Context: an optimization exercise on an open-source flow, tuned for small area, a short achievable clock period and few clock cycles per item. The choices shown serve that exercise and are no tape-out recipe. RTL that was checked went through simulation tests only; none was proved equivalent to the original. No functional check of the RTL was part of run 1. In run 6 the design's own scripts or RTL, not TritonCTS, make the clock network. The clock input has no modelled driver; a real chip could not lean on it and would need a root buffer or a full tree. Power figures rest on the tool's default switching activity, not on a simulated workload.

File: design.v
module dot4_l1 (
  input  [3:0] a0, a1, a2, a3, b0, b1, b2, b3,
  output [63:0] r
);
  wire n1 = a0[0] & b0[0];
  wire n2 = a0[0] & b0[1];
  wire n3 = a0[0] & b0[2];
  wire n4 = a0[0] & b0[3];
  wire n5 = a1[0] & b1[0];
  wire n6 = a1[0] & b1[1];
  wire n7 = a1[0] & b1[2];
  wire n8 = a1[0] & b1[3];
  wire n9 = a2[0] & b2[0];
  wire n10 = a2[0] & b2[1];
  wire n11 = a2[0] & b2[2];
  wire n12 = a2[0] & b2[3];
  wire n13 = a3[0] & b3[0];
  wire n14 = a3[0] & b3[1];
  wire n15 = a3[0] & b3[2];
  wire n16 = a3[0] & b3[3];
  wire n17 = a0[1] & b0[0];
  wire n18 = a0[1] & b0[1];
  wire n19 = a0[1] & b0[2];
  wire n20 = a0[1] & b0[3];
  wire n21 = a1[1] & b1[0];
  wire n22 = a1[1] & b1[1];
  wire n23 = a1[1] & b1[2];
  wire n24 = a1[1] & b1[3];
  wire n25 = a2[1] & b2[0];
  wire n26 = a2[1] & b2[1];
  wire n27 = a2[1] & b2[2];
  wire n28 = a2[1] & b2[3];
  wire n29 = a3[1] & b3[0];
  wire n30 = a3[1] & b3[1];
  wire n31 = a3[1] & b3[2];
  wire n32 = a3[1] & b3[3];
  wire n33 = a0[2] & b0[0];
  wire n34 = a0[2] & b0[1];
  wire n35 = a0[2] & b0[2];
  wire n36 = a0[2] & b0[3];
  wire n37 = a1[2] & b1[0];
  wire n38 = a1[2] & b1[1];
  wire n39 = a1[2] & b1[2];
  wire n40 = a1[2] & b1[3];
  wire n41 = a2[2] & b2[0];
  wire n42 = a2[2] & b2[1];
  wire n43 = a2[2] & b2[2];
  wire n44 = a2[2] & b2[3];
  wire n45 = a3[2] & b3[0];
  wire n46 = a3[2] & b3[1];
  wire n47 = a3[2] & b3[2];
  wire n48 = a3[2] & b3[3];
  wire n49 = a0[3] & b0[0];
  wire n50 = a0[3] & b0[1];
  wire n51 = a0[3] & b0[2];
  wire n52 = a0[3] & b0[3];
  wire n53 = a1[3] & b1[0];
  wire n54 = a1[3] & b1[1];
  wire n55 = a1[3] & b1[2];
  wire n56 = a1[3] & b1[3];
  wire n57 = a2[3] & b2[0];
  wire n58 = a2[3] & b2[1];
  wire n59 = a2[3] & b2[2];
  wire n60 = a2[3] & b2[3];
  wire n61 = a3[3] & b3[0];
  wire n62 = a3[3] & b3[1];
  wire n63 = a3[3] & b3[2];
  wire n64 = a3[3] & b3[3];
  wire n65 = n1 ^ n5;
  wire n66 = n9 ^ n13;
  wire n67 = n65 ^ n66;
  wire n68 = ~n67 & n13;
  wire n69 = n1 & n9;
  wire n70 = n1 | n9;
  wire n71 = n5 & n70;
  wire n72 = n69 | n71;
  wire n73 = n2 ^ n6;
  wire n74 = n10 ^ n14;
  wire n75 = n73 ^ n74;
  wire n76 = n75 ^ n72;
  wire n77 = n75 ? n72 : n14;
  wire n78 = n2 & n10;
  wire n79 = n2 | n10;
  wire n80 = n6 & n79;
  wire n81 = n78 | n80;
  wire n82 = n3 ^ n7;
  wire n83 = n11 ^ n15;
  wire n84 = n82 ^ n83;
  wire n85 = n84 ^ n81;
  wire n86 = n84 ? n81 : n15;
  wire n87 = n3 & n11;
  wire n88 = n3 | n11;
  wire n89 = n7 & n88;
  wire n90 = n87 | n89;
  wire n91 = n4 ^ n8;
  wire n92 = n12 ^ n16;
  wire n93 = n91 ^ n92;
  wire n94 = n93 ^ n90;
  wire n95 = n93 ? n90 : n16;
  wire n96 = n4 & n12;
  wire n97 = n4 | n12;
  wire n98 = n8 & n97;
  wire n99 = n96 | n98;
  wire n100 = n17 ^ n21;
  wire n101 = n25 ^ n29;
  wire n102 = n100 ^ n101;
  wire n103 = ~n102 & n29;
  wire n104 = n17 & n25;
  wire n105 = n17 | n25;
  wire n106 = n21 & n105;
  wire n107 = n104 | n106;
  wire n108 = n18 ^ n22;
  wire n109 = n26 ^ n30;
  wire n110 = n108 ^ n109;
  wire n111 = n110 ^ n107;
  wire n112 = n110 ? n107 : n30;
  wire n113 = n18 & n26;
  wire n114 = n18 | n26;
  wire n115 = n22 & n114;
  wire n116 = n113 | n115;
  wire n117 = n19 ^ n23;
  wire n118 = n27 ^ n31;
  wire n119 = n117 ^ n118;
  wire n120 = n119 ^ n116;
  wire n121 = n119 ? n116 : n31;
  wire n122 = n19 & n27;
  wire n123 = n19 | n27;
  wire n124 = n23 & n123;
  wire n125 = n122 | n124;
  wire n126 = n20 ^ n24;
  wire n127 = n28 ^ n32;
  wire n128 = n126 ^ n127;
  wire n129 = n128 ^ n125;
  wire n130 = n128 ? n125 : n32;
  wire n131 = n20 & n28;
  wire n132 = n20 | n28;
  wire n133 = n24 & n132;
  wire n134 = n131 | n133;
  wire n135 = n33 ^ n37;
  wire n136 = n41 ^ n45;
  wire n137 = n135 ^ n136;
  wire n138 = ~n137 & n45;
  wire n139 = n33 & n41;
  wire n140 = n33 | n41;
  wire n141 = n37 & n140;
  wire n142 = n139 | n141;
  wire n143 = n34 ^ n38;
  wire n144 = n42 ^ n46;
  wire n145 = n143 ^ n144;
  wire n146 = n145 ^ n142;
  wire n147 = n145 ? n142 : n46;
  wire n148 = n34 & n42;
  wire n149 = n34 | n42;
  wire n150 = n38 & n149;
  wire n151 = n148 | n150;
  wire n152 = n35 ^ n39;
  wire n153 = n43 ^ n47;
  wire n154 = n152 ^ n153;
  wire n155 = n154 ^ n151;
  wire n156 = n154 ? n151 : n47;
  wire n157 = n35 & n43;
  wire n158 = n35 | n43;
  wire n159 = n39 & n158;
  wire n160 = n157 | n159;
  wire n161 = n36 ^ n40;
  wire n162 = n44 ^ n48;
  wire n163 = n161 ^ n162;
  wire n164 = n163 ^ n160;
  wire n165 = n163 ? n160 : n48;
  wire n166 = n36 & n44;
  wire n167 = n36 | n44;
  wire n168 = n40 & n167;
  wire n169 = n166 | n168;
  wire n170 = n49 ^ n53;
  wire n171 = n57 ^ n61;
  wire n172 = n170 ^ n171;
  wire n173 = ~n172 & n61;
  wire n174 = n49 & n57;
  wire n175 = n49 | n57;
  wire n176 = n53 & n175;
  wire n177 = n174 | n176;
  wire n178 = n50 ^ n54;
  wire n179 = n58 ^ n62;
  wire n180 = n178 ^ n179;
  wire n181 = n180 ^ n177;
  wire n182 = n180 ? n177 : n62;
  wire n183 = n50 & n58;
  wire n184 = n50 | n58;
  wire n185 = n54 & n184;
  wire n186 = n183 | n185;
  wire n187 = n51 ^ n55;
  wire n188 = n59 ^ n63;
  wire n189 = n187 ^ n188;
  wire n190 = n189 ^ n186;
  wire n191 = n189 ? n186 : n63;
  wire n192 = n51 & n59;
  wire n193 = n51 | n59;
  wire n194 = n55 & n193;
  wire n195 = n192 | n194;
  wire n196 = n52 ^ n56;
  wire n197 = n60 ^ n64;
  wire n198 = n196 ^ n197;
  wire n199 = n198 ^ n195;
  wire n200 = n198 ? n195 : n64;
  wire n201 = n52 & n60;
  wire n202 = n52 | n60;
  wire n203 = n56 & n202;
  wire n204 = n201 | n203;
  assign r[0] = n67;
  assign r[1] = n76;
  assign r[2] = n85;
  assign r[3] = n94;
  assign r[4] = n99;
  assign r[5] = 1'b0;
  assign r[6] = 1'b0;
  assign r[7] = 1'b0;
  assign r[8] = 1'b0;
  assign r[9] = n68;
  assign r[10] = n77;
  assign r[11] = n86;
  assign r[12] = n95;
  assign r[13] = 1'b0;
  assign r[14] = 1'b0;
  assign r[15] = 1'b0;
  assign r[16] = 1'b0;
  assign r[17] = n102;
  assign r[18] = n111;
  assign r[19] = n120;
  assign r[20] = n129;
  assign r[21] = n134;
  assign r[22] = 1'b0;
  assign r[23] = 1'b0;
  assign r[24] = 1'b0;
  assign r[25] = 1'b0;
  assign r[26] = n103;
  assign r[27] = n112;
  assign r[28] = n121;
  assign r[29] = n130;
  assign r[30] = 1'b0;
  assign r[31] = 1'b0;
  assign r[32] = 1'b0;
  assign r[33] = 1'b0;
  assign r[34] = n137;
  assign r[35] = n146;
  assign r[36] = n155;
  assign r[37] = n164;
  assign r[38] = n169;
  assign r[39] = 1'b0;
  assign r[40] = 1'b0;
  assign r[41] = 1'b0;
  assign r[42] = 1'b0;
  assign r[43] = n138;
  assign r[44] = n147;
  assign r[45] = n156;
  assign r[46] = n165;
  assign r[47] = 1'b0;
  assign r[48] = 1'b0;
  assign r[49] = 1'b0;
  assign r[50] = 1'b0;
  assign r[51] = n172;
  assign r[52] = n181;
  assign r[53] = n190;
  assign r[54] = n199;
  assign r[55] = n204;
  assign r[56] = 1'b0;
  assign r[57] = 1'b0;
  assign r[58] = 1'b0;
  assign r[59] = 1'b0;
  assign r[60] = n173;
  assign r[61] = n182;
  assign r[62] = n191;
  assign r[63] = n200;
endmodule
module dot4_l23 (
  input  [63:0] r,
  output [15:0] s
);
  wire n1 = r[1] ^ r[9];
  wire n2 = n1 ^ r[17];
  wire n3 = r[1] & r[17];
  wire n4 = r[1] | r[17];
  wire n5 = r[9] & n4;
  wire n6 = n3 | n5;
  wire n7 = r[2] ^ r[10];
  wire n8 = r[18] ^ r[26];
  wire n9 = n7 ^ n8;
  wire n10 = n9 ^ n6;
  wire n11 = n9 ? n6 : r[26];
  wire n12 = r[2] & r[18];
  wire n13 = r[2] | r[18];
  wire n14 = r[10] & n13;
  wire n15 = n12 | n14;
  wire n16 = r[3] ^ r[11];
  wire n17 = r[19] ^ r[27];
  wire n18 = n16 ^ n17;
  wire n19 = n18 ^ n15;
  wire n20 = n18 ? n15 : r[27];
  wire n21 = r[3] & r[19];
  wire n22 = r[3] | r[19];
  wire n23 = r[11] & n22;
  wire n24 = n21 | n23;
  wire n25 = r[4] ^ r[12];
  wire n26 = r[20] ^ r[28];
  wire n27 = n25 ^ n26;
  wire n28 = n27 ^ n24;
  wire n29 = n27 ? n24 : r[28];
  wire n30 = r[4] & r[20];
  wire n31 = r[4] | r[20];
  wire n32 = r[12] & n31;
  wire n33 = n30 | n32;
  wire n34 = r[21] ^ r[29];
  wire n35 = n34 ^ n33;
  wire n36 = n34 ? n33 : r[29];
  wire n37 = r[35] ^ r[43];
  wire n38 = n37 ^ r[51];
  wire n39 = r[35] & r[51];
  wire n40 = r[35] | r[51];
  wire n41 = r[43] & n40;
  wire n42 = n39 | n41;
  wire n43 = r[36] ^ r[44];
  wire n44 = r[52] ^ r[60];
  wire n45 = n43 ^ n44;
  wire n46 = n45 ^ n42;
  wire n47 = n45 ? n42 : r[60];
  wire n48 = r[36] & r[52];
  wire n49 = r[36] | r[52];
  wire n50 = r[44] & n49;
  wire n51 = n48 | n50;
  wire n52 = r[37] ^ r[45];
  wire n53 = r[53] ^ r[61];
  wire n54 = n52 ^ n53;
  wire n55 = n54 ^ n51;
  wire n56 = n54 ? n51 : r[61];
  wire n57 = r[37] & r[53];
  wire n58 = r[37] | r[53];
  wire n59 = r[45] & n58;
  wire n60 = n57 | n59;
  wire n61 = r[38] ^ r[46];
  wire n62 = r[54] ^ r[62];
  wire n63 = n61 ^ n62;
  wire n64 = n63 ^ n60;
  wire n65 = n63 ? n60 : r[62];
  wire n66 = r[38] & r[54];
  wire n67 = r[38] | r[54];
  wire n68 = r[46] & n67;
  wire n69 = n66 | n68;
  wire n70 = r[55] ^ r[63];
  wire n71 = n70 ^ n69;
  wire n72 = n70 ? n69 : r[63];
  wire n73 = n10 ^ r[34];
  wire n74 = n10 & r[34];
  wire n75 = n10 | r[34];
  wire n76 = n19 ^ n11;
  wire n77 = n76 ^ n38;
  wire n78 = n77 ^ n74;
  wire n79 = n77 & n74;
  wire n80 = n19 & n38;
  wire n81 = n19 | n38;
  wire n82 = n11 & n81;
  wire n83 = n80 | n82;
  wire n84 = n28 ^ n20;
  wire n85 = n84 ^ n46;
  wire n86 = n85 ^ n83;
  wire n87 = n85 & n83;
  wire n88 = n28 & n46;
  wire n89 = n28 | n46;
  wire n90 = n20 & n89;
  wire n91 = n88 | n90;
  wire n92 = n35 ^ n29;
  wire n93 = n55 ^ n47;
  wire n94 = n92 ^ n93;
  wire n95 = n94 ^ n91;
  wire n96 = n94 ? n91 : n47;
  wire n97 = n35 & n55;
  wire n98 = n35 | n55;
  wire n99 = n29 & n98;
  wire n100 = n97 | n99;
  wire n101 = n64 ^ n56;
  wire n102 = n36 ^ n101;
  wire n103 = n102 ^ n100;
  wire n104 = n102 ? n100 : n56;
  wire n105 = n36 & n64;
  wire n106 = n71 ^ n65;
  wire n107 = n106 ^ n105;
  wire n108 = n106 ? n105 : n65;
  assign s[0] = r[0];
  assign s[1] = n2;
  assign s[2] = n73;
  assign s[3] = n78;
  assign s[4] = n86;
  assign s[5] = n95;
  assign s[6] = n103;
  assign s[7] = n107;
  assign s[8] = 1'b0;
  assign s[9] = 1'b0;
  assign s[10] = 1'b0;
  assign s[11] = 1'b0;
  assign s[12] = n79;
  assign s[13] = n87;
  assign s[14] = n96;
  assign s[15] = n104;
endmodule
module heichips25_systolicArray #(
    parameter BITWIDTH = 4,
    parameter OUTWIDTH = 2*BITWIDTH
)(
    input                           clk,
    input                           reset,
    input        [BITWIDTH -1:0]    data_in,
    input                           load_weights,
    input                           load_inputs,
    input                           store_outputs,
    output logic [OUTWIDTH -1:0]    results,
    output logic                    valid_out
);
    logic [3:0]  wr [0:3][0:3];    
    logic [3:0]  x  [0:3][0:3];    
    logic [3:0]  cnt;        
    logic [1:0]  ph;         
    logic [3:0]  io;         
    logic [1:0]  jc;         
    logic [3:0]  wp;         
    logic        mid_r;      
    logic [1:0]  t1, t2;     
    logic        st1, st2;   
    logic [63:0] r1;         
    logic [15:0] r2;         
    logic [7:0]  c0, c1;     
    always @(posedge clk) begin
        for (int k = 0; k < 4; k++) begin
            wr[k][0] <= (load_weights && cnt[3:2] == k) ? data_in : wr[k][3];
            for (int p = 1; p < 4; p++) wr[k][p] <= wr[k][p-1];
        end
    end
    always @(posedge clk) begin
        for (int r = 0; r < 4; r++) begin
            if (load_inputs && cnt[3:2] == r) begin
                x[r][0] <= data_in;
                for (int k = 1; k < 4; k++) x[r][k] <= x[r][k-1];
            end
        end
    end
    wire       mid_n = load_inputs && cnt >= 4 && cnt <= 14;   
    wire [1:0] pa = ph + 2'd1 - {1'b0, cnt[0]};   
    wire [1:0] pb = cnt[1:0] - 2'd2;              
    wire [1:0] pc = ph - 2'd1;                    
    logic [3:0] wp_n;
    always_comb begin
        for (int p = 0; p < 4; p++) begin
            if (mid_n)              wp_n[p] = pa == p;
            else if (store_outputs) wp_n[p] = wp[p];
            else if (load_weights)  wp_n[p] = pb == p;
            else                    wp_n[p] = pc == p;
        end
    end
    always @(posedge clk) begin
        cnt       <= reset ? 4'd0 : (load_weights || load_inputs) ? cnt + 4'd1 : cnt;
        valid_out <= !reset && load_inputs && cnt == 15;
        ph        <= load_weights ? cnt[1:0] : ph + 2'd1;
        mid_r     <= mid_n;
        if (mid_n)              jc <= {1'b0, cnt[0]};
        else if (store_outputs) jc <= jc + 2'd1;
        else                    jc <= 2'd2;
        wp        <= wp_n;
        if (mid_n || !store_outputs) io <= 4'b0001;
        else if (jc == 3)            io <= {io[2:0], io[3]};
        t1        <= {mid_r && jc[0], mid_r && !jc[0]};
        t2        <= t1;
        st1       <= store_outputs;
        st2       <= st1;
    end
    logic [3:0] a [0:3];
    logic [3:0] b [0:3];
    always_comb begin
        for (int k = 0; k < 4; k++) begin
            a[k] = ({4{io[0]}} & x[0][3-k]) | ({4{io[1]}} & x[1][3-k])
                 | ({4{io[2]}} & x[2][3-k]) | ({4{io[3]}} & x[3][3-k]);
            b[k] = ({4{wp[0]}} & wr[k][0]) | ({4{wp[1]}} & wr[k][1])
                 | ({4{wp[2]}} & wr[k][2]) | ({4{wp[3]}} & wr[k][3]);
        end
    end
    wire [63:0] r1_n;
    dot4_l1 l1 (
        .a0(a[0]), .a1(a[1]), .a2(a[2]), .a3(a[3]),
        .b0(b[0]), .b1(b[1]), .b2(b[2]), .b3(b[3]),
        .r(r1_n)
    );
    wire [15:0] r2_n;
    dot4_l23 l23 (.r(r1), .s(r2_n));
    wire [7:0] sum = r2[7:0] + r2[15:8];
    always @(posedge clk) begin
        r1 <= r1_n;
        r2 <= r2_n;
        if (t2[0]) c0 <= sum;
        if (t2[1]) c1 <= sum;
        results <= !st1 ? c0 : !st2 ? c1 : sum;
    end
endmodule
File: flow/run.sh
#!/bin/bash
# Layout flow: the standard flow (standard.sh), with one change to clock
# tree synthesis (pre_cts.tcl): the clock tree is built by TritonCTS as usual,
# then its middle level of buffers is removed so that the root buffer drives
# the leaf buffers directly. The tree stays balanced; it has one buffer less
# between the clock port and every register.
set -euo pipefail
work=$(pwd)
export PRE_CTS_TCL="$work/flow/pre_cts.tcl"
bash standard.sh > "$work/flow_standard.log" 2>&1 || { tail -50 "$work/flow_standard.log"; exit 1; }
tail -5 "$work/flow_standard.log"
File: flow/pre_cts.tcl
# Sourced by ORFS's cts.tcl before clock tree synthesis (PRE_CTS_TCL).
# Wraps clock_tree_synthesis: after TritonCTS has built the tree, each buffer
# between the root buffer and the leaf buffers is removed and the leaf buffers
# it drove are connected to the root buffer's net. No dummy loads are added.
rename clock_tree_synthesis my_cts_orig
proc clock_tree_synthesis { args } {
  my_cts_orig {*}$args -dont_use_dummy_load
  set block [ord::get_db_block]
  set clkport [$block findBTerm clk]
  set clknet [$clkport getNet]
  # the root buffer: the one cell the clock port drives
  set roots {}
  foreach it [$clknet getITerms] {
    if {[$it isInputSignal]} { lappend roots [$it getInst] }
  }
  if {[llength $roots] != 1} { puts "pre_cts: [llength $roots] cells on the clock port, tree left as built"; return }
  set rootnet [[[lindex $roots 0] findITerm X] getNet]
  set removed 0
  foreach it [$rootnet getITerms] {
    if {![$it isInputSignal]} continue
    set inst [$it getInst]
    if {![string match *clkbuf* [[$inst getMaster] getName]]} continue
    set onet [[$inst findITerm X] getNet]
    set loads {}
    set allbuf 1
    foreach l [$onet getITerms] {
      if {[$l isInputSignal]} {
        lappend loads $l
        if {![string match *clkbuf* [[[$l getInst] getMaster] getName]]} { set allbuf 0 }
      }
    }
    if {!$allbuf || [llength $loads] == 0} continue
    foreach l $loads { $l disconnect; $l connect $rootnet }
    $it disconnect
    [$inst findITerm X] disconnect
    odb::dbInst_destroy $inst
    odb::dbNet_destroy $onet
    incr removed
  }
  puts "pre_cts: removed $removed middle clock buffers"
}
File: standard.sh
#!/bin/bash
# synth_recipe.tcl (not shown) runs the flow's synth.tcl, then flattens the netlist and writes it again
# the make line also repeats each setting of config.mk as NAME=value (left out here)
make -C /OpenROAD-flow-scripts/flow DESIGN_CONFIG=/design/flow/config.mk WORK_HOME=/design/flow/orfs CLKGATE_MAP_FILE= SYNTH_SCRIPT=/design/flow/synth_recipe.tcl "${@:-finish}"
File: config.mk
export PLATFORM = sky130hd
export DESIGN_NAME = heichips25_systolicArray
export DESIGN_NICKNAME = heichips25_systolicArray
export VERILOG_FILES = /design/flow/design.v
export SDC_FILE = /design/flow/constraint.sdc
export NUM_CORES = 4
export LEC_CHECK = 0
export CAP_MARGIN = 20
export CORE_MARGIN = 2
export CORE_UTILIZATION = 60
export CTS_CLUSTER_DIAMETER = 120
export CTS_CLUSTER_SIZE = 28
export SETUP_SLACK_MARGIN = 4.27
export SLEW_MARGIN = 20
File: constraint.sdc
create_clock -name core_clock -period 6.5 [get_ports {clk}]
set_input_delay 1.3000 -clock core_clock [delete_from_list [all_inputs] [get_ports {clk}]]
set_output_delay 1.3000 -clock core_clock [all_outputs]
set_load 0.01 [all_outputs]
==> metrics.csv, run 1 <==
stage,metric,value,unit
detailed_routing,routedWlPerCell,20.1,µm
detailed_routing,vias_per_cell,5.93,
placement,placed_cells_incl_taps,826,
setup_path,critical_path.reg2reg.startpoint,wp[2]$_DFFE_PP_,
power,irDropWorstVdd,0.182,mV
layout,drive_gt1_share,16.0,%
grt,grt_pass1_vias,5043,
setup_path,startpoint,wp[2]$_DFFE_PP_,
floorplanning,start_util,60.8,%
layout,syn2layout_area_growth,8.57,%
synthesis,synth_cell_types,41,
setup_path,critPathArrivalTime,2.49,ns
detailed_routing,remaining_drc_errors,0,
synthesis,synth.largest_area_cell,dfxtp_1,
synthesis,synth-edff-count,84,
clock_network,clkLatencyLatePin,0.40,ns
clock_network,cts.sink_count,224,
detailed_routing,detailroute.wirelength.met3,467,µm
synthesis,synth_seq_cells,224,
synthesis,synth_top_area_share,32.0,%
timing,setup_total_negative_slack,0,ns
layout,antenna_diode_count,0,
grt,groute.usage.overall,22.8,%
timing,grt_setup_unrepaired,yes,
placement,dp_hpwl,12500,µm
grt,number_of_antenna_violations_at_the_first_check_in_global_routing,0,
grt,globalRoute.totalOverflow,0,
layout,finalNetCount,690,
clock_network,clkSlewWorstSetupHoldPaths,0.11,ns
floorplanning,placeableCoreArea,14400,µm²
placement,gp_congestion,0.889,
clock_network,holdBufCountCts,0,
floorplanning,rows,44,
synthesis,syn-cell-area,8770,µm²
setup_path,critical_path_class,reg2reg,
setup_path,critical_path_peak_fanout,10,
detailed_routing,drt_first_pass_iters,5,
layout,finalCoreUtilization,66.0,%
timing,max_slew.worst_pin.slew,0.801,ns
floorplanning,io-pin-count,18,
synthesis,syn-instance-count,648,
detailed_routing,met2RoutedLength,8670,µm
timing,final_min_period_over_clock_period,33.8,%
setup_path,critical_path.startpoint_type,flip-flop,
timing,setup_viol,0,
power,power_per_cell_area,331,nW/µm²
grt,grt_pass1_wl,27400,µm
layout,fillers,1081,
timing,timing.final.max_slew_violations,0,
synthesis,ys_warn_count,9,
layout,layout_common_cells,"dfxtp_1, xnor2_1, edfxtp_1",
synthesis,post_synth.cell_area_avg,13.5,µm²
detailed_routing,via_count,5020,
detailed_routing,detailedRoute.firstIterationViolations,309,
hold_path,holdCritPathClass,reg2reg,
detailed_routing,ant_nets,0,
timing,report.final.hold_viol_count,0,
detailed_routing,wl_met1,7540,µm
synthesis,synthArstFlopShare,0,%
timing,max_freq,456,MHz
job,max-cap-violations,0,
timing,timing.final.crit_period,2.20,ns
timing,worst_clock_skew,0.0142,ns
setup_path,end_kind,flip-flop,
layout,multi_input_comb_area,3410,µm²
placement,port_buffers,17,
hold_path,holdCritStartpoint,r1[0]$_DFF_P_,
layout,post_layout_nonfiller_instances,847,
detailed_routing,maxUsedRoutingLayer,met4,
synthesis,ys_seq_area_share,60.7,%
detailed_routing,routed_wirelength,17100,µm
layout,layout.cells.most_common,dfxtp_1,
timing,relSlewSlack,46.6,%
setup_path,critical_path_required,6.79,ns
grt,maximum_number_of_pins_on_one_net_before_global_route_repair,29,
floorplanning,die_width,125,µm
synthesis,synth.area.top_cells,"dfxtp_1, edfxtp_1, xnor2_1",
run_status,status,"complete, no violations",
floorplanning,dieArea,15600,µm²
power,leakage,0.00342,µW
floorplanning,die_height,125,µm
synthesis,synthesis.nets,673,
synthesis,yosys_most_used_dff,dfxtp_1,
layout,area.sequential,5330,µm²
## per-stage QoR
step	area [µm²]	hold WS [ns]	setup slack (ns)	power [µW]
after floorplan	8850	0.310	4.18	2320
after global placement	9060	0.319	3.42	2490
after detailed placement	9060	0.319	3.38	2520
after CTS	9450	0.344	4.28	3170
after global routing	9520	0.351	4.25	3330
final	9520	0.341	4.30	3150
## registers in the layout, summed over array words and instances (netlist names)
| register | count |
|---|---|
| c0 | 8 |
| c1 | 8 |
| cnt | 4 |
| io | 4 |
| jc | 2 |
| mid_r | 1 |
| ph | 2 |
| r1 | 36 |
| r2 | 12 |
| results | 8 |
| st1 | 1 |
| st2 | 1 |
| t1 | 2 |
| t2 | 2 |
| valid_out | 1 |
| wp | 4 |
| wr | 64 |
| x | 64 |
## power by group
| group | switching (µW) | leakage, µW | internal (µW) |
|---|---|---|---|
| registers | 100 | 0.00193 | 1630 |
| clock network | 381 | 0.000111 | 251 |
| logic | 418 | 0.00138 | 374 |
## final timing paths
check / endpoint / slack (ns) / cells after the start
min reg2reg: r2[0]$_DFF_P_ / 0.34 / 0
min: r2[0]$_DFF_P_ / 0.34 / 0
max reg2reg: r1[61]$_DFF_P_ / 4.30 / 5
max: r1[61]$_DFF_P_ / 4.30 / 5
## layer usage
| metal | GRT usage, % | up-vias |
|---|---|---|
| li1 | - | 2397 |
| met1 | 29.6 | 2511 |
| met2 | 39.1 | 91 |
| met3 | 3.87 | 21 |
| met4 | 8.17 | 0 |
| met5 | 0 | - |
## synth_stat cells, types with 5 or more instances
cell type	count
buf_6	10
a22o_1	9
nand2_1	5
maj3_1	25
dfxtp_1	140
mux2_2	20
fa_1	5
a22oi_1	90
ha_1	11
clkbuf_1	7
maj3_2	18
xnor2_1	86
a221oi_1	8
edfxtp_1	84
inv_1	17
a21oi_1	13
mux2i_1	13
buf_2	5
nor2_1	33
xor2_1	13
## worst max-delay path: stages, from the launching register on
cell,delay (ns)
edfxtp_1,0.49
buf_12,0.19
a22oi_1,0.37
a22oi_1,0.22
maj3_1,0.45
maj3_1,0.36
## area by class of cell
class                      instances  area share, %
clock buffer                       9           2.36
inverter                          17          0.670
multi-input combinational        384           35.8
sequential                       224           56.0
tap                              184           2.42
timing repair buffer              29           2.75
## cell families after synthesis
| kind of cell | after synthesis | synth area share (%) |
|---|---|---|
| flip-flops | 224 | 60.7 |
| AO/OA/AOI/OAI | 130 | 11.0 |
| XOR/XNOR | 101 | 10.4 |
| AND/OR/NAND/NOR | 61 | 3.30 |
| adder cells (fa/ha/maj) | 59 | 7.87 |
| buffers and inverters | 40 | 2.64 |
| multiplexers | 33 | 4.05 |
## timing repair
item / in CTS / in global routing
endpoints found under the setup margin: 138 / 20
buffers inserted: 12 / 0
resized for setup: 62 / 12
==> inputs of run 2 (changes only) <==
--- a/design.v
+++ b/design.v
@@ -444,11 +444,12 @@
     wire [1:0] pa = ph + 2'd1 - {1'b0, cnt[0]};   
     wire [1:0] pb = cnt[1:0] - 2'd2;              
     wire [1:0] pc = ph - 2'd1;                    
+    wire [1:0] pd = ph - jc;                      
     logic [3:0] wp_n;
     always_comb begin
         for (int p = 0; p < 4; p++) begin
             if (mid_n)              wp_n[p] = pa == p;
-            else if (store_outputs) wp_n[p] = wp[p];
+            else if (store_outputs) wp_n[p] = pd == p;
             else if (load_weights)  wp_n[p] = pb == p;
             else                    wp_n[p] = pc == p;
         end
--- a/config.mk
+++ b/config.mk
@@ -7,8 +7,8 @@
 export LEC_CHECK = 0
 export CAP_MARGIN = 20
 export CORE_MARGIN = 2
-export CORE_UTILIZATION = 60
+export CORE_UTILIZATION = 50
 export CTS_CLUSTER_DIAMETER = 120
 export CTS_CLUSTER_SIZE = 28
-export SETUP_SLACK_MARGIN = 4.27
+export SETUP_SLACK_MARGIN = 4.4
 export SLEW_MARGIN = 20
==> metrics.csv, run 2 <==
stage,metric,value,unit
setup_path,regToRegEndpoint,r2[14]$_DFF_P_,
synthesis,post_synth_fa_ha_maj_area_fraction,8.14,%
setup_path,critical_path.reg2reg.startpoint,r1[12]$_DFF_P_,
grt,groute.usage.overall,19.5,%
setup_path,end_kind,output pin,
timing,max_slew.worst_pin.slew,0.710,ns
layout,antenna_diode_count,0,
detailed_routing,vias_per_cell,5.63,
synthesis,ys_seq_area_share,60.2,%
clock_network,holdBufCountCts,0,
setup_path,critical_path.startpoint_type,flip-flop,
synthesis,synthArstFlopShare,0,%
grt,grt_pass1_wl,27200,µm
placement,dp_hpwl,12400,µm
synthesis,synth_seq_cells,224,
floorplanning,rows,48,
timing,timing.final.crit_period,2.14,ns
synthesis,syn-instance-count,659,
timing,setup_viol,0,
synthesis,synth.area.top_cells,"dfxtp_1, edfxtp_1, xnor2_1",
placement,placed_cells_incl_taps,876,
job,max-cap-violations,0,
detailed_routing,drt_first_pass_iters,5,
setup_path,startpoint,valid_out$_DFF_P_,
grt,maximum_number_of_pins_on_one_net_before_global_route_repair,29,
placement,port_buffers,17,
layout,drive_gt1_share,16.6,%
setup_path,ff_to_ff_path_depth,5,
synthesis,synth-edff-count,80,
setup_path,crit_chain,buf_2,
detailed_routing,ant_nets,0,
synthesis,post_synth.cell_area_avg,13.3,µm²
hold_path,holdCritPathClass,reg2reg,
synthesis,synth_compound_gate_area_share,11.3,%
grt,globalRoute.totalOverflow,0,
power,report.power.total,3210,µW
synthesis,syn-cell-area,8780,µm²
grt,number_of_antenna_violations_at_the_first_check_in_global_routing,0,
clock_network,clkLatencyLatePin,0.40,ns
detailed_routing,routedWlPerCell,19.1,µm
timing,setup_total_negative_slack,0,ns
timing,relSlewSlack,52.6,%
setup_path,timing.critical_path.depth,1,
timing,report.final.hold_viol_count,0,
grt,grt_pass1_vias,4982,
layout,largest_registers,"wr (64), x (64), r1 (36)",
placement,pre_cts_ws,3.21,ns
clock_network,cts.sink_count,224,
setup_path,timing.critical_path.slowest_cell_delay,0.33,ns
synthesis,synth_cell_types,46,
synthesis,synthMostInstantiatedCell,dfxtp_1,
timing,worst_clock_skew,0.0146,ns
synthesis,synth_top_family_by_area,compound AO/OA/AOI/OAI gates,
power,irDropWorstVdd,0.203,mV
setup_path,cp_top_family,flip-flops,
layout,post_layout_nonfiller_instances,887,
placement,gp_congestion,0.884,
layout,syn2layout_area_growth,8.14,%
layout,finalNetCount,690,
synthesis,yosys.area_share.xor_xnor,10.7,%
floorplanning,die_width,137,µm
timing,post_route_worst_hold_slack,0.338,ns
floorplanning,start_util,50.9,%
synthesis,synth-simple-area-share,3.34,%
power,leakage,0.00339,µW
synthesis,synth_top_area_share,32.8,%
synthesis,synth.largest_area_cell,dfxtp_1,
timing,max_freq,467,MHz
detailed_routing,routed_wirelength,17000,µm
setup_path,crit_slowest_cell,dfxtp_1,
timing,timing.final.max_slew_violations,0,
timing,final_worst_setup_slack,4.36,ns
setup_path,cp.buffers_inverters,1,
layout,layout_common_cells,"dfxtp_1, xnor2_1, a22oi_1",
setup_path,r2r_setup_slack,4.50,ns
synthesis,synth.mux.area_fraction,4.13,%
detailed_routing,via_count,4996,
synthesis,synthesis.nets,685,
run_status,status,"complete, no violations",
setup_path,cp-endpoint,valid_out,
setup_path,critical_path_class,reg2out,
setup_path,critPathArrivalTime,0.84,ns
layout,layout.cells.most_common,dfxtp_1,
timing,final_min_period_over_clock_period,32.9,%
synthesis,synthTopCellsByCount,"dfxtp_1, a22oi_1, xnor2_1, edfxtp_1, nor2_1",
floorplanning,dieArea,18600,µm²
floorplanning,placeableCoreArea,17200,µm²
setup_path,critical_path_peak_fanout,1,
detailed_routing,detailedRoute.firstIterationViolations,263,
timing,grt_setup_unrepaired,yes,
setup_path,critical_path_required,5.20,ns
detailed_routing,remaining_drc_errors,0,
power,power_per_cell_area,338,nW/µm²
synthesis,yosys_most_used_dff,dfxtp_1,
floorplanning,die_height,137,µm
clock_network,clkSlewWorstSetupHoldPaths,0.10,ns
floorplanning,io-pin-count,18,
synthesis,ys_warn_count,9,
-- run 2: changes by cell type after synthesis, sizes merged, moves of 2 or more --
cell | before | now
edfxtp | 84 | 80
clkbuf | 7 | 10
dfxtp | 140 | 144
mux2 | 20 | 18
xnor2 | 86 | 89
mux2i | 13 | 16
-- run 2: metrics by stage --
step	instance area (µm²)	util, %
6_report	9490	55.1
5_1_grt	9490	55.1
4_1_cts	9420	54.6
3_5_place_dp	9140	53.0
3_3_place_gp	9140	53.0
2_1_floorplan	8850	-
-- run 2: worst min path at each step --
stage	from	end	slack (ns)	depth (start not counted)
3_3_place_gp	t1[0]$_DFF_P_	t2[0]$_DFF_P_	0.31	0
5_1_grt	r1[0]$_DFF_P_	r2[0]$_DFF_P_	0.34	0
3_5_place_dp	t1[0]$_DFF_P_	t2[0]$_DFF_P_	0.31	0
4_1_cts	t1[0]$_DFF_P_	t2[0]$_DFF_P_	0.34	0
6_report	r1[0]$_DFF_P_	r2[0]$_DFF_P_	0.34	0
2_1_floorplan	r1[0]$_DFF_P_	r2[0]$_DFF_P_	0.31	0
-- run 2: cell type report --
type / count / area [µm²]
Clock buffer: 9 / 225
Fill cell: 1421 / 7740
Inverter: 17 / 63.8
Multi-Input combinational cell: 393 / 3460
Sequential cell: 224 / 5310
Tap cell: 225 / 282
Timing Repair Buffer: 19 / 154
-- run 2: kinds of logic after synthesis --
family	Yosys count
AOI/OAI and AO/OA	133
xor gates and xnor gates	104
adders and majority gates	60
buffers and inverters	42
DFF	224
muxes	34
and+or+nand+nor	62
-- run 2: timing repair --
| action | 4_1_cts | 5_1_grt |
|---|---|---|
| pin swaps | 0 | 5 |
| resized for setup | 60 | 27 |
| buffers inserted | 2 | 0 |
| setup endpoints to repair | 137 | 63 |
-- run 2: power breakdown --
group | internal (µW) | switching, µW | total (µW) | leakage [µW]
Clock | 252 | 392 | 644 | 0.000111
Combinational | 362 | 412 | 774 | 0.00136
Sequential | 1630 | 158 | 1790 | 0.00192
Total | 2240 | 963 | 3210 | 0.00339
-- run 2: layer usage --
metal  wire length [µm]  up-vias  global-route usage [%]
li1                   -     2416                       -
met1               7500     2476                    24.9
met2               8520       84                    33.3
met3                627       20                    4.04
met4                306        0                    6.42
met5                  0        -                       0
Testbench counts of run 2, summed over its fixed seeds: cycles 9,216, jobs 192.
==> inputs of run 3 (changes only) <==
--- a/config.mk
+++ b/config.mk
@@ -7,8 +7,8 @@
 export LEC_CHECK = 0
 export CAP_MARGIN = 20
 export CORE_MARGIN = 2
-export CORE_UTILIZATION = 50
+export CORE_UTILIZATION = 60
 export CTS_CLUSTER_DIAMETER = 120
 export CTS_CLUSTER_SIZE = 28
-export SETUP_SLACK_MARGIN = 4.4
+export SETUP_SLACK_MARGIN = 4.15
 export SLEW_MARGIN = 20
==> metrics.csv, run 3 <==
stage,metric,value,unit
run_status,status,"complete, no violations",
layout,fillers,1095,
synthesis,synthesis.nets,685,
placement,pre_cts_ws,3.26,ns
setup_path,critical_path_class,reg2out,
detailed_routing,via_count,5030,
setup_path,critical_path_required,5.20,ns
timing,max_slew.worst_pin.slew,0.966,ns
hold_path,holdCritStartpoint,r1[0]$_DFF_P_,
floorplanning,die_height,125,µm
synthesis,syn-instance-count,659,
floorplanning,io-pin-count,18,
grt,grt_pass1_wl,26900,µm
layout,layout_common_cells,"dfxtp_1, a22oi_1, xnor2_1",
synthesis,synthArstFlopShare,0,%
detailed_routing,vias_per_cell,5.95,
placement,dp_hpwl,12500,µm
clock_network,clkLatencyLatePin,0.39,ns
floorplanning,dieArea,15600,µm²
synthesis,synthMostInstantiatedCell,dfxtp_1,
setup_path,critPathArrivalTime,0.99,ns
setup_path,critical_path_peak_fanout,1,
floorplanning,die_width,125,µm
detailed_routing,routed_wirelength,16800,µm
layout,antenna_diode_count,0,
grt,groute.usage.overall,22.6,%
timing,timing.final.crit_period,2.29,ns
timing,worst_clock_skew,0.00813,ns
hold_path,whs_endpoint,r2[0]$_DFF_P_,
hold_path,holdCritPathClass,reg2reg,
setup_path,end_kind,output pin,
synthesis,synth_cell_types,46,
power,leakage,0.00338,µW
power,irDropWorstVdd,0.258,mV
grt,maximum_number_of_pins_on_one_net_before_global_route_repair,29,
synthesis,synth.area.top_cells,"dfxtp_1, edfxtp_1, xnor2_1",
timing,final_worst_setup_slack,4.21,ns
grt,grt_pass1_vias,4986,
synthesis,post_synth.cell_area_avg,13.3,µm²
timing,setup_viol,0,
detailed_routing,detailedRoute.firstIterationViolations,318,
synthesis,yosys_most_used_dff,dfxtp_1,
detailed_routing,remaining_drc_errors,0,
timing,setup_total_negative_slack,0,ns
layout,drive_gt1_share,11.3,%
setup_path,critical_path.reg2reg.startpoint,io[0]$_SDFFE_PP1N_,
timing,report.final.hold_viol_count,0,
setup_path,timing.critical_path.slowest_cell_delay,0.32,ns
synthesis,syn-cell-area,8780,µm²
clock_network,holdBufCountCts,0,
setup_path,crit_slowest_cell,dfxtp_1,
timing,relSlewSlack,35.6,%
setup_path,critical_path.startpoint_type,flip-flop,
floorplanning,rows,44,
synthesis,synth-edff-count,80,
setup_path,r2r_setup_slack,4.33,ns
setup_path,regToRegEndpoint,r1[29]$_DFF_P_,
detailed_routing,routedWlPerCell,19.8,µm
layout,largest_registers,"wr (64), x (64), r1 (36)",
synthesis,synthTopCellsByCount,"dfxtp_1, a22oi_1, xnor2_1, edfxtp_1, nor2_1",
timing,grt_setup_unrepaired,no,
synthesis,synth_seq_cells,224,
synthesis,ys_warn_count,9,
power,power_per_cell_area,338,nW/µm²
synthesis,ys_seq_area_share,60.2,%
timing,timing.final.max_slew_violations,0,
grt,number_of_antenna_violations_at_the_first_check_in_global_routing,0,
floorplanning,start_util,60.9,%
setup_path,cp_top_family,flip-flops,
detailed_routing,ant_nets,0,
job,max-cap-violations,0,
layout,finalNetCount,690,
grt,globalRoute.totalOverflow,0,
placement,gp_congestion,0.885,
placement,port_buffers,17,
timing,final_min_period_over_clock_period,35.3,%
setup_path,ff_to_ff_path_depth,4,
layout,syn2layout_area_growth,6.60,%
detailed_routing,drt_first_pass_iters,5,
timing,max_freq,436,MHz
floorplanning,placeableCoreArea,14400,µm²
hold_path,hold_depth,0,
synthesis,synth_top_area_share,32.8,%
clock_network,cts.sink_count,224,
setup_path,crit_chain,dlygate4sd2_1,
synthesis,synth.largest_area_cell,dfxtp_1,
clock_network,clkSlewWorstSetupHoldPaths,0.10,ns
layout,layout.cells.most_common,dfxtp_1,
setup_path,cp.buffers_inverters,1,
==> run 3: cell counts after synthesis <==
Identical to the previous run, type by type.
==> run 3: power breakdown <==
part	total (µW)	internal, µW	switching [µW]
clock network	627	251	376
logic	762	355	407
registers	1780	1630	146
total	3160	2230	930
==> run 3: cells by family after synthesis <==
logic type,synth area share [%]
xor gates and xnor gates,10.7
AOI/OAI and AO/OA,11.3
muxes,4.13
buffers and inverters,2.18
adders and majority gates,8.14
DFF,60.2
and+or+nand+nor,3.34
==> run 3: timing repair <==
action	4_1_cts	5_1_grt
gates resized for setup	15	11
buffers inserted	2	0
setup endpoints to repair	92	21
==> run 3: stage by stage <==
| step | area [µm²] | util [%] | instances | power (µW) | hold WS [ns] |
|---|---|---|---|---|---|
| detailed placement | 9070 | 62.9 | 835 | 2580 | 0.314 |
| finish | 9360 | 64.9 | 846 | 3160 | 0.334 |
| global placement | 9070 | 62.9 | 835 | 2560 | 0.312 |
| CTS | 9330 | 64.7 | 846 | 3200 | 0.338 |
| floorplan | 8800 | - | 659 | 2370 | 0.310 |
| global route | 9360 | 64.9 | 846 | 3340 | 0.341 |
==> run 3: area by class of cell <==
cell class,instances,area (µm²),area share [%]
clock buffers,9,225,2.41
inverters,17,63.8,0.682
multi-input cells,393,3360,35.9
flip-flops and latches,224,5300,56.6
repair buffers,19,185,1.98
well taps,184,230,2.46
==> run 3: worst max path at each step <==
| stage | cells past startpoint | from | to |
|---|---|---|---|
| finish | 1 | valid_out$_DFF_P_ | valid_out |
| global route | 2 | load_inputs | x[14][1]$_DFFE_PP_ |
| CTS | 4 | io[0]$_SDFFE_PP1N_ | r1[61]$_DFF_P_ |
| detailed placement | 5 | load_inputs | wp[2]$_DFF_P_ |
| global placement | 5 | load_inputs | wp[2]$_DFF_P_ |
| floorplan | 6 | load_weights | cnt[3]$_SDFFE_PP0P_ |
==> run 3: layer usage <==
metal  track usage (%)  vias up  routed length (µm)
li1                  -     2413                   -
met1              29.3     2483                7390
met2              38.0      102                8360
met3              3.04       32                 493
met4              11.0        0                 515
met5                 0        -                   0
==> inputs of run 4 (changes only) <==
--- a/config.mk
+++ b/config.mk
@@ -10,5 +10,5 @@
 export CORE_UTILIZATION = 60
 export CTS_CLUSTER_DIAMETER = 120
 export CTS_CLUSTER_SIZE = 28
-export SETUP_SLACK_MARGIN = 4.15
+export SETUP_SLACK_MARGIN = 4.27
 export SLEW_MARGIN = 20
==> metrics.csv, run 4 <==
stage,metric,value,unit
detailed_routing,vias_per_cell,5.97,
detailed_routing,drt_first_pass_iters,5,
clock_network,clkLatencyLatePin,0.39,ns
placement,dp_hpwl,12600,µm
clock_network,holdBufCountCts,0,
floorplanning,start_util,60.9,%
synthesis,ys_warn_count,9,
setup_path,critPathArrivalTime,0.84,ns
placement,placed_cells_incl_taps,835,
detailed_routing,routed_wirelength,17100,µm
synthesis,synthArstFlopShare,0,%
grt,grt_pass1_wl,27400,µm
setup_path,crit_chain,buf_2,
hold_path,holdCritPathClass,reg2reg,
timing,max_slew.worst_pin.slew,0.885,ns
timing,worst_clock_skew,0.0164,ns
detailed_routing,ant_nets,0,
layout,finalNetCount,692,
synthesis,synth_cell_types,46,
layout,fillers,1125,
synthesis,synth.largest_area_cell,dfxtp_1,
placement,port_buffers,17,
synthesis,yosys_most_used_dff,dfxtp_1,
setup_path,critical_path_peak_fanout,1,
layout,final_cell_area,9360,µm²
synthesis,synth.area.top_cells,"dfxtp_1, edfxtp_1, xnor2_1",
grt,globalRoute.totalOverflow,0,
setup_path,critical_path_class,reg2out,
placement,gp_congestion,0.899,
setup_path,critical_path_required,5.20,ns
detailed_routing,routedWlPerCell,20.2,µm
timing,setup_total_negative_slack,0,ns
clock_network,clkSlewWorstSetupHoldPaths,0.10,ns
grt,groute.usage.overall,22.9,%
timing,setup_viol,0,
power,irDropWorstVdd,0.207,mV
timing,timing.final.crit_period,2.14,ns
layout,antenna_diode_count,0,
timing,timing.final.max_slew_violations,0,
layout,post_layout_nonfiller_instances,848,
detailed_routing,detailedRoute.firstIterationViolations,480,
synthesis,synthesis.nets,685,
synthesis,ys_seq_area_share,60.2,%
setup_path,timing.critical_path.slowest_cell_delay,0.32,ns
grt,number_of_antenna_violations_at_the_first_check_in_global_routing,0,
floorplanning,die_width,125,µm
grt,grt_pass1_vias,5136,
floorplanning,dieArea,15600,µm²
setup_path,crit_slowest_cell,dfxtp_1,
layout,multi_input_comb_area,3380,µm²
floorplanning,die_height,125,µm
synthesis,synth-edff-count,80,
timing,grt_setup_unrepaired,no,
synthesis,synthTopCellsByCount,"dfxtp_1, a22oi_1, xnor2_1, edfxtp_1, nor2_1",
synthesis,synth_top_area_share,32.8,%
timing,final_min_period_over_clock_period,32.9,%
power,report.power.total,3170,µW
layout,syn2layout_area_growth,6.64,%
setup_path,critical_path.startpoint_type,flip-flop,
timing,relSlewSlack,41.0,%
layout,layout_common_cells,"dfxtp_1, xnor2_1, a22oi_1",
layout,largest_registers,"wr (64), x (64), r1 (36)",
power,leakage,0.00340,µW
layout,layout.cells.most_common,dfxtp_1,
synthesis,synthMostInstantiatedCell,dfxtp_1,
synthesis,syn-instance-count,659,
clock_network,cts.sink_count,224,
layout,drive_gt1_share,14.2,%
power,power_per_cell_area,339,nW/µm²
detailed_routing,remaining_drc_errors,0,
timing,report.final.hold_viol_count,0,
detailed_routing,via_count,5061,
setup_path,cp.buffers_inverters,1,
timing,max_freq,468,MHz
setup_path,cp_top_family,flip-flops,
placement,placement.cell_area,9080,µm²
synthesis,post_synth.cell_area_avg,13.3,µm²
synthesis,synth_seq_cells,224,
grt,maximum_number_of_pins_on_one_net_before_global_route_repair,29,
setup_path,end_kind,output pin,
floorplanning,placeableCoreArea,14400,µm²
run_status,status,"complete, no violations",
job,max-cap-violations,0,
floorplanning,rows,44,
layout,area.sequential,5300,µm²
synthesis,syn-cell-area,8780,µm²
floorplanning,io-pin-count,18,
run 4: power breakdown:
| group | switching (µW) | total [µW] | internal (µW) |
|---|---|---|---|
| Clock | 381 | 633 | 251 |
| Sequential | 153 | 1780 | 1630 |
| Combinational | 405 | 759 | 354 |
run 4: metrics by stage:
step                worst slack, ns  util, %  hold slack, ns
floorplan                      4.28        -           0.310
global placement               3.29     62.9           0.320
detailed placement             3.23     62.9           0.316
CTS                            4.25     65.0           0.336
global route                   4.33     64.9           0.343
finish                         4.36     64.9           0.329
run 4: repair_timing:
action | 4_1_cts | 5_1_grt
setup buffers | 4 | 0
endpoints found under the hold margin | 0 | 0
gates resized for setup | 56 | 7
setup endpoints to repair | 129 | 50
run 4: worst paths after layout:
kind | from | endpoint | slack [ns] | depth (start not counted)
setup reg to reg | wp[3]$_DFF_P_ | r1[12]$_DFF_P_ | 4.42 | 4
hold / removal | r1[0]$_DFF_P_ | r2[0]$_DFF_P_ | 0.33 | 0
setup / recovery | valid_out$_DFF_P_ | valid_out | 4.36 | 1
hold reg to reg | r1[0]$_DFF_P_ | r2[0]$_DFF_P_ | 0.33 | 0
run 4: area by class of cell:
type,instances,area share (%)
clock buffer,9,2.41
inverter,17,0.682
multi-input combinational,393,36.2
sequential,224,56.6
tap,184,2.46
timing repair buffer,21,1.71
run 4: metal layers:
layer	part of all wire, %	vias to the layer above	global-route usage, %
li1	-	2421	-
met1	42	2475	28.6
met2	51	128	39.5
met3	4.0	37	4.15
met4	3.0	0	9.28
met5	0	-	0
run 4: logic make-up after synthesis:
| family | Yosys count | synth area share [%] |
|---|---|---|
| flops | 224 | 60.2 |
| xor+xnor | 104 | 10.7 |
| fa+ha+maj | 60 | 8.14 |
| compound gates | 133 | 11.3 |
| buf+inv | 42 | 2.18 |
| mux | 34 | 4.13 |
| simple gates | 62 | 3.34 |
run 4: worst reg2reg max path, delay by kind of cell, from the launching register on:
kind                       cells  cell delay (ns)
AOI/OAI and AO/OA              2             0.77
adders and majority gates      2             0.74
DFF                            1             0.46
==> inputs of run 5 (changes only) <==
==> flow/run.sh (replaced) <==
#!/bin/bash
# Layout flow: the standard flow (standard.sh), with one change to clock
# tree synthesis (pre_cts.tcl): the clock tree is built by TritonCTS as usual,
# then its middle level of buffers is removed so that the root buffer drives
# the leaf buffers directly. The tree stays balanced; it has one buffer less
# between the clock port and every register. The ports are buffered with
# buf_2 rather than the slow delay buffer that buffer_ports picks by default.
set -euo pipefail
work=$(pwd)
export PRE_CTS_TCL="$work/flow/pre_cts.tcl"
export BUFFER_PORTS_ARGS="-buffer_cell sky130_fd_sc_hd__buf_2"
bash standard.sh > "$work/flow_standard.log" 2>&1 || { tail -50 "$work/flow_standard.log"; exit 1; }
tail -5 "$work/flow_standard.log"
==> metrics.csv, run 5 <==
stage,metric,value,unit
placement,dp_hpwl,12300,µm
floorplanning,rows,44,
synthesis,synthTopCellsByCount,"dfxtp_1, a22oi_1, xnor2_1, edfxtp_1, nor2_1",
synthesis,syn-cell-area,8780,µm²
synthesis,synthMostInstantiatedCell,dfxtp_1,
floorplanning,io-pin-count,18,
layout,layout.cells.most_common,dfxtp_1,
timing,timing.final.crit_period,2.16,ns
power,leakage,0.00337,µW
grt,grt_pass1_vias,4864,
setup_path,critical_path_peak_fanout,16,
timing,max_slew.worst_pin.slew,0.871,ns
detailed_routing,remaining_drc_errors,0,
layout,antenna_diode_count,0,
synthesis,ys_seq_area_share,60.2,%
detailed_routing,ant_nets,0,
synthesis,synth_top_area_share,32.8,%
detailed_routing,drt_first_pass_iters,6,
synthesis,ys_warn_count,9,
grt,groute.usage.overall,22.0,%
synthesis,synth-edff-count,80,
setup_path,timing.critical_path.slowest_cell_delay,0.74,ns
power,combPwrFrac,24.0,%
synthesis,synthArstFlopShare,0,%
layout,drive_gt1_share,14.0,%
setup_path,cp.buffers_inverters,1,
power,p_int,2230,µW
detailed_routing,routed_wirelength,16700,µm
synthesis,synth.largest_area_cell,dfxtp_1,
hold_path,holdCritPathClass,reg2reg,
layout,largest_registers,"wr (64), x (64), r1 (36)",
floorplanning,die_height,125,µm
setup_path,critical_path_required,6.52,ns
timing,timing.final.max_slew_violations,0,
grt,grt_pass1_wl,26300,µm
setup_path,cp_top_family,simple AND/OR/NAND/NOR gates,
synthesis,syn-instance-count,659,
layout,syn2layout_area_growth,5.82,%
synthesis,synthesis.nets,685,
timing,final_min_period_over_clock_period,33.2,%
grt,globalRoute.totalOverflow,0,
synthesis,synth_cell_types,46,
layout,finalNetCount,691,
timing,worst_clock_skew,0.0103,ns
layout,finalCoreUtilization,64.4,%
detailed_routing,routedWlPerCell,19.8,µm
detailed_routing,via_count,4997,
power,irDropWorstVdd,0.192,mV
clock_network,clkLatencyLatePin,0.39,ns
timing,max_freq,463,MHz
timing,setup_viol,0,
setup_path,critical_path.startpoint_type,primary input,
synthesis,yosys_most_used_dff,dfxtp_1,
synthesis,synth.area.top_cells,"dfxtp_1, edfxtp_1, xnor2_1",
placement,gp_congestion,0.836,
timing,relSlewSlack,41.9,%
placement,port_buffers,17,
grt,number_of_antenna_violations_at_the_first_check_in_global_routing,0,
floorplanning,start_util,60.9,%
power,clock_power_share,20.0,%
setup_path,crit_chain,buf_2 -> nor3b_4,
grt,maximum_number_of_pins_on_one_net_before_global_route_repair,29,
layout,layout_common_cells,"dfxtp_1, a22oi_1, xnor2_1",
setup_path,critical_path_class,in2reg,
job,max-cap-violations,0,
power,total_switching_power,942,µW
setup_path,end_kind,flip-flop,
detailed_routing,detailedRoute.firstIterationViolations,444,
power,switching_share,29.7,%
layout,final_cell_area,9290,µm²
floorplanning,die_width,125,µm
power,sequentialPowerShare,56.0,%
floorplanning,placeableCoreArea,14400,µm²
clock_network,clkSlewWorstSetupHoldPaths,0.10,ns
timing,setup_total_negative_slack,0,ns
floorplanning,dieArea,15600,µm²
setup_path,crit_slowest_cell,nor3b_4,
power,power_per_cell_area,341,nW/µm²
placement,placement.cell_area,8990,µm²
detailed_routing,vias_per_cell,5.90,
timing,report.final.hold_viol_count,0,
timing,grt_setup_unrepaired,no,
synthesis,post_synth.cell_area_avg,13.3,µm²
clock_network,cts.sink_count,224,
synthesis,synth_seq_cells,224,
run_status,status,"complete, no violations",
setup_path,critPathArrivalTime,2.18,ns
==> run 5: cell counts after synthesis <==
No cell type changed its count.
==> run 5: path summary, 6_finish.rpt <==
kind	start	endpoint	slack, ns	cells after the start
worst min-delay path	r1[0]$_DFF_P_	r2[0]$_DFF_P_	0.34	0
worst max-delay path	load_inputs	x[3][3]$_DFFE_PP_	4.34	2
worst min register to register	r1[0]$_DFF_P_	r2[0]$_DFF_P_	0.34	0
worst max register to register	wp[0]$_DFF_P_	r1[12]$_DFF_P_	4.37	4
==> run 5: cells by family after synthesis <==
family | Yosys count | share of synthesized area, %
AO/OA/AOI/OAI | 133 | 11.3
flip-flops | 224 | 60.2
buffers and inverters | 42 | 2.18
XOR/XNOR | 104 | 10.7
multiplexers | 34 | 4.13
adder cells (fa/ha/maj) | 60 | 8.14
AND/OR/NAND/NOR | 62 | 3.34
==> run 5: what timing repair did <==
| item | 4_1_cts | 5_1_grt |
|---|---|---|
| setup buffers | 0 | 3 |
| pin swaps | 0 | 0 |
| setup endpoints to repair | 25 | 50 |
| endpoints found under the hold margin | 0 | 0 |
| gates cloned | 0 | 0 |
| gates resized for setup | 8 | 6 |
| hold buffers | 0 | 0 |
==> run 5: per-stage QoR <==
step | setup WS (ns) | total power, µW | std cells | hold slack, ns
final | 4.34 | 3170 | 847 | 0.338
after CTS | 4.28 | 3200 | 844 | 0.338
after global routing | 4.29 | 3340 | 847 | 0.346
after detailed placement | 3.69 | 2570 | 835 | 0.314
after global placement | 3.75 | 2550 | 835 | 0.316
after floorplan | 4.28 | 2370 | 659 | 0.310
==> run 5: metal layers <==
layer / global-route usage, % / wire, µm / up-vias
met5: 0 / 0 / -
met2: 37.9 / 8360 / 127
met1: 28.4 / 7350 / 2427
met3: 3.68 / 619 / 33
li1: - / - / 2410
met4: 7.65 / 408 / 0
==> run 5: final cells by class <==
class	instances	area (µm²)
tap	184	230
clock buffer	9	225
sequential	224	5300
timing repair buffer	20	108
inverter	17	63.8
fill	1134	5130
multi-input combinational	393	3370
==> run 5: power groups by stage <==
stage | sequential (µW) | combinational [µW] | clock (µW)
finish | 1780 | 761 | 633
global route | 1800 | 849 | 697
CTS | 1780 | 771 | 651
detailed placement | 1810 | 768 | 0
global placement | 1800 | 750 | 0
floorplan | 1720 | 652 | 0
==> inputs of run 6 (changes only) <==
==> flow/run.sh (replaced) <==
#!/bin/bash
# Layout flow: the standard flow (standard.sh), with one change to clock
# tree synthesis (pre_cts.tcl): the clock tree is built by TritonCTS as usual,
# then its middle level of buffers is removed so that the root buffer drives
# the leaf buffers directly. The tree stays balanced; it has one buffer less
# between the clock port and every register. Its buffers are then made
# inverters of the same drive (two inversions between the port and every
# register).
set -euo pipefail
work=$(pwd)
export PRE_CTS_TCL="$work/flow/pre_cts.tcl"
bash standard.sh > "$work/flow_standard.log" 2>&1 || { tail -50 "$work/flow_standard.log"; exit 1; }
tail -5 "$work/flow_standard.log"
--- a/flow/pre_cts.tcl
+++ b/flow/pre_cts.tcl
@@ -1,7 +1,11 @@
 # Sourced by ORFS's cts.tcl before clock tree synthesis (PRE_CTS_TCL).
-# Wraps clock_tree_synthesis: after TritonCTS has built the tree, each buffer
-# between the root buffer and the leaf buffers is removed and the leaf buffers
-# it drove are connected to the root buffer's net. No dummy loads are added.
+# Wraps clock_tree_synthesis: after TritonCTS has built the tree (without
+# dummy loads), each buffer between the root buffer and the leaf buffers is
+# removed and the leaf buffers it drove are connected to the root buffer's
+# net. Then every buffer of the tree (the root and the leaves) is replaced by
+# an inverter of the same drive at the same place: the registers see the clock
+# through two inversions, so its edges are unchanged, and every register is
+# still reached through the same number of stages.
 rename clock_tree_synthesis my_cts_orig
 proc clock_tree_synthesis { args } {
   my_cts_orig {*}$args -dont_use_dummy_load
@@ -14,7 +18,8 @@
     if {[$it isInputSignal]} { lappend roots [$it getInst] }
   }
   if {[llength $roots] != 1} { puts "pre_cts: [llength $roots] cells on the clock port, tree left as built"; return }
-  set rootnet [[[lindex $roots 0] findITerm X] getNet]
+  set root [lindex $roots 0]
+  set rootnet [[$root findITerm X] getNet]
   set removed 0
   foreach it [$rootnet getITerms] {
     if {![$it isInputSignal]} continue
@@ -38,4 +43,26 @@
     incr removed
   }
   puts "pre_cts: removed $removed middle clock buffers"
+  # root and leaves: buffers -> inverters
+  set inv [[ord::get_db] findMaster sky130_fd_sc_hd__clkinv_16]
+  set tree [list $root]
+  foreach it [$rootnet getITerms] {
+    if {[$it isInputSignal]} { lappend tree [$it getInst] }
+  }
+  set swapped 0
+  foreach inst $tree {
+    if {![string match *clkbuf* [[$inst getMaster] getName]]} continue
+    set in [[$inst findITerm A] getNet]
+    set out [[$inst findITerm X] getNet]
+    set loc [$inst getLocation]
+    set name [$inst getName]
+    odb::dbInst_destroy $inst
+    set ni [odb::dbInst_create $block $inv ${name}_inv]
+    $ni setLocation [lindex $loc 0] [lindex $loc 1]
+    $ni setPlacementStatus PLACED
+    [$ni findITerm A] connect $in
+    [$ni findITerm Y] connect $out
+    incr swapped
+  }
+  puts "pre_cts: $swapped clock buffers made inverters"
 }
==> metrics.csv, run 6 <==
stage,metric,value,unit
clock_network,cts.sink_count,224,
synthesis,synthMostInstantiatedCell,dfxtp_1,
floorplanning,placeableCoreArea,14400,µm²
timing,final_min_period_over_clock_period,33.6,%
grt,grt_pass1_wl,27400,µm
synthesis,synth.area.top_cells,"dfxtp_1, edfxtp_1, xnor2_1",
layout,layout.cells.most_common,dfxtp_1,
layout,syn2layout_area_growth,7.70,%
synthesis,synth_cell_types,46,
timing,final_worst_setup_slack,4.32,ns
synthesis,yosys_most_used_dff,dfxtp_1,
run_status,status,"complete, no violations",
synthesis,synth_top_area_share,32.8,%
setup_path,timing.critical_path.slowest_cell_delay,0.30,ns
detailed_routing,via_count,5081,
layout,largest_registers,"wr (64), x (64), r1 (36)",
timing,setup_viol,0,
clock_network,clkSlewWorstSetupHoldPaths,0.08,ns
layout,antenna_diode_count,0,
setup_path,critical_path_required,5.20,ns
layout,layout_common_cells,"dfxtp_1, xnor2_1, a22oi_1",
setup_path,r2r_setup_slack,4.43,ns
setup_path,critical_path.startpoint_type,flip-flop,
setup_path,critical_path_peak_fanout,1,
detailed_routing,routed_wirelength,17100,µm
setup_path,cp.buffers_inverters,1,
setup_path,regToRegEndpoint,r1[12]$_DFF_P_,
detailed_routing,drt_first_pass_iters,5,
floorplanning,start_util,60.9,%
detailed_routing,vias_per_cell,5.99,
layout,area.sequential,5300,µm²
floorplanning,rows,44,
setup_path,crit_slowest_cell,dfxtp_1,
grt,grt_pass1_vias,5107,
setup_path,ff_to_ff_path_depth,4,
synthesis,syn-instance-count,659,
floorplanning,io-pin-count,18,
timing,timing.final.crit_period,2.18,ns
synthesis,ys_warn_count,9,
layout,finalNetCount,692,
detailed_routing,routedWlPerCell,20.1,µm
setup_path,end_kind,output pin,
clock_network,clkLatencyLatePin,0.31,ns
detailed_routing,ant_nets,0,
timing,setup_total_negative_slack,0,ns
placement,pre_cts_ws,3.23,ns
clock_network,holdBufCountCts,0,
power,power_per_cell_area,334,nW/µm²
power,leakage,0.00338,µW
synthesis,synthTopCellsByCount,"dfxtp_1, a22oi_1, xnor2_1, edfxtp_1, nor2_1",
grt,globalRoute.totalOverflow,0,
timing,worst_clock_skew,0.00910,ns
timing,timing.final.max_slew_violations,0,
setup_path,crit_chain,dlygate4sd2_1,
placement,dp_hpwl,12600,µm
setup_path,critPathArrivalTime,0.88,ns
timing,report.final.hold_viol_count,0,
detailed_routing,remaining_drc_errors,0,
timing,max_slew.worst_pin.slew,0.865,ns
layout,multi_input_comb_area,3400,µm²
placement,placed_cells_incl_taps,835,
detailed_routing,detailedRoute.firstIterationViolations,435,
power,irDropWorstVdd,0.285,mV
grt,number_of_antenna_violations_at_the_first_check_in_global_routing,0,
synthesis,synth.largest_area_cell,dfxtp_1,
synthesis,post_synth.cell_area_avg,13.3,µm²
layout,post_layout_nonfiller_instances,848,
hold_path,whs_endpoint,r2[0]$_DFF_P_,
floorplanning,die_height,125,µm
timing,max_freq,458,MHz
placement,port_buffers,17,
synthesis,synth-edff-count,80,
hold_path,holdCritStartpoint,r1[0]$_DFF_P_,
grt,maximum_number_of_pins_on_one_net_before_global_route_repair,29,
timing,relSlewSlack,42.3,%
synthesis,synthesis.nets,685,
floorplanning,dieArea,15600,µm²
synthesis,synth_seq_cells,224,
grt,groute.usage.overall,22.9,%
setup_path,cp_top_family,flip-flops,
timing,post_route_worst_hold_slack,0.331,ns
layout,drive_gt1_share,13.0,%
placement,gp_congestion,0.899,
synthesis,synthArstFlopShare,0,%
timing,grt_setup_unrepaired,no,
floorplanning,die_width,125,µm
hold_path,holdCritPathClass,reg2reg,
synthesis,syn-cell-area,8780,µm²
setup_path,critical_path_class,reg2out,
hold_path,hold_depth,0,
job,max-cap-violations,0,
setup_path,critical_path.reg2reg.startpoint,wp[3]$_DFF_P_,
synthesis,ys_seq_area_share,60.2,%
layout,fillers,1105,
[run 6: changes by cell type in the layout (fill, tap and decap cells not counted), sizes merged]
cell           previous run  this run
buf                      20         5
clkinv                    0         9
clkbuf                    9         1
clkdlybuf4s15             0         6
clkdlybuf4s50             0         5
dlygate4sd2               0         4
[run 6: repair_timing]
item | in CTS | in global routing
setup buffers | 4 | 0
endpoints found under the setup margin | 130 | 51
cloned | 0 | 0
resized for setup | 34 | 12
[run 6: power by group]
| part | total [µW] | switching [µW] | leakage (µW) | internal [µW] |
|---|---|---|---|---|
| Combinational | 766 | 407 | 0.00136 | 359 |
| Sequential | 1780 | 154 | 0.00192 | 1630 |
| Clock | 605 | 506 | 0.000103 | 99.0 |
| Total | 3150 | 1070 | 0.00338 | 2090 |
[run 6: layer usage]
metal / up-vias / global-route usage, % / share of wire [%]
met5: - / 0 / 0
met4: 0 / 8.37 / 2.8
met3: 32 / 4.19 / 3.7
met2: 136 / 39.5 / 51
met1: 2494 / 29.1 / 43
li1: 2419 / - / -
[run 6: how the worst max path moves through the flow]
stage                                  start                 end  slack (ns)  cells past startpoint
after floorplan                  load_inputs  io[0]$_SDFFE_PP1N_        4.28                      5
after global placement           load_inputs       wp[2]$_DFF_P_        3.29                      5
after detailed placement         load_inputs       wp[2]$_DFF_P_        3.23                      5
after CTS                  valid_out$_DFF_P_           valid_out        4.27                      1
after global routing      results[6]$_DFF_P_          results[6]        4.27                      1
final                     results[6]$_DFF_P_          results[6]        4.32                      1
[run 6: cells by family (layout without fill, tap and decap cells)]
kind of cell | after synthesis | count (layout) | synth area share [%]
flops | 224 | 224 | 60.2
xor+xnor | 104 | 104 | 10.7
mux | 34 | 34 | 4.13
compound gates | 133 | 133 | 11.3
buf+inv | 42 | 47 | 2.18
fa+ha+maj | 60 | 60 | 8.14
simple gates | 62 | 62 | 3.34
[run 6: final cells by class]
type | instances | share of cell area [%]
flip-flops and latches | 224 | 56.0
multi-input cells | 393 | 35.9
inverters | 26 | 3.53
well taps | 184 | 2.44
repair buffers | 21 | 2.09
[run 6: per-stage QoR]
stage	util [%]	cell area, µm²	total power (µW)
CTS	65.5	9450	3200
finish	65.5	9450	3150
floorplan	-	8830	2370
global route	65.5	9450	3350
global placement	62.9	9080	2560
detailed placement	62.9	9080	2580

separate check: timing with driven ports:
In the flow no input, the clock included, has a driving cell. The finished layouts below were timed again as built, in two steps.
Step 1: set_driving_cell puts a clkbuf_16 on clk and a buf_2 on each other input, an assumption about the parent block.
Step 2 times the ports against the registers' clock, not the clock port: input delays grow and output delays shrink by t, the midpoint of the rising clock arrivals with the driver on.
a / b / c = no drivers / after step 1 / after step 2; a / b = the first two.
run | shift t [ns] | setup slack, ns | hold slack, ns
run 1 | 0.433 | 4.305 / 4.298 / 3.903 | 0.341 / 0.341 / 0.341
run 2 | 0.436 | 4.360 / 4.317 / 4.050 | 0.338 / 0.338 / 0.338
run 3 | 0.431 | 4.207 / 4.164 / 3.839 | 0.334 / 0.334 / 0.334
run 4 | 0.426 | 4.363 / 4.323 / 4.033 | 0.329 / 0.329 / 0.329
run 5 | 0.425 | 4.339 / 4.309 / 3.935 | 0.338 / 0.338 / 0.338
run 6 | 0.382 | 4.318 / 4.245 / 4.056 | 0.331 / 0.331 / 0.331
After both steps every run listed still meets setup and hold. For run 5, which loses most, drivers alone change the setup slack by -0.030 ns; drivers and shift together by -0.404 ns.
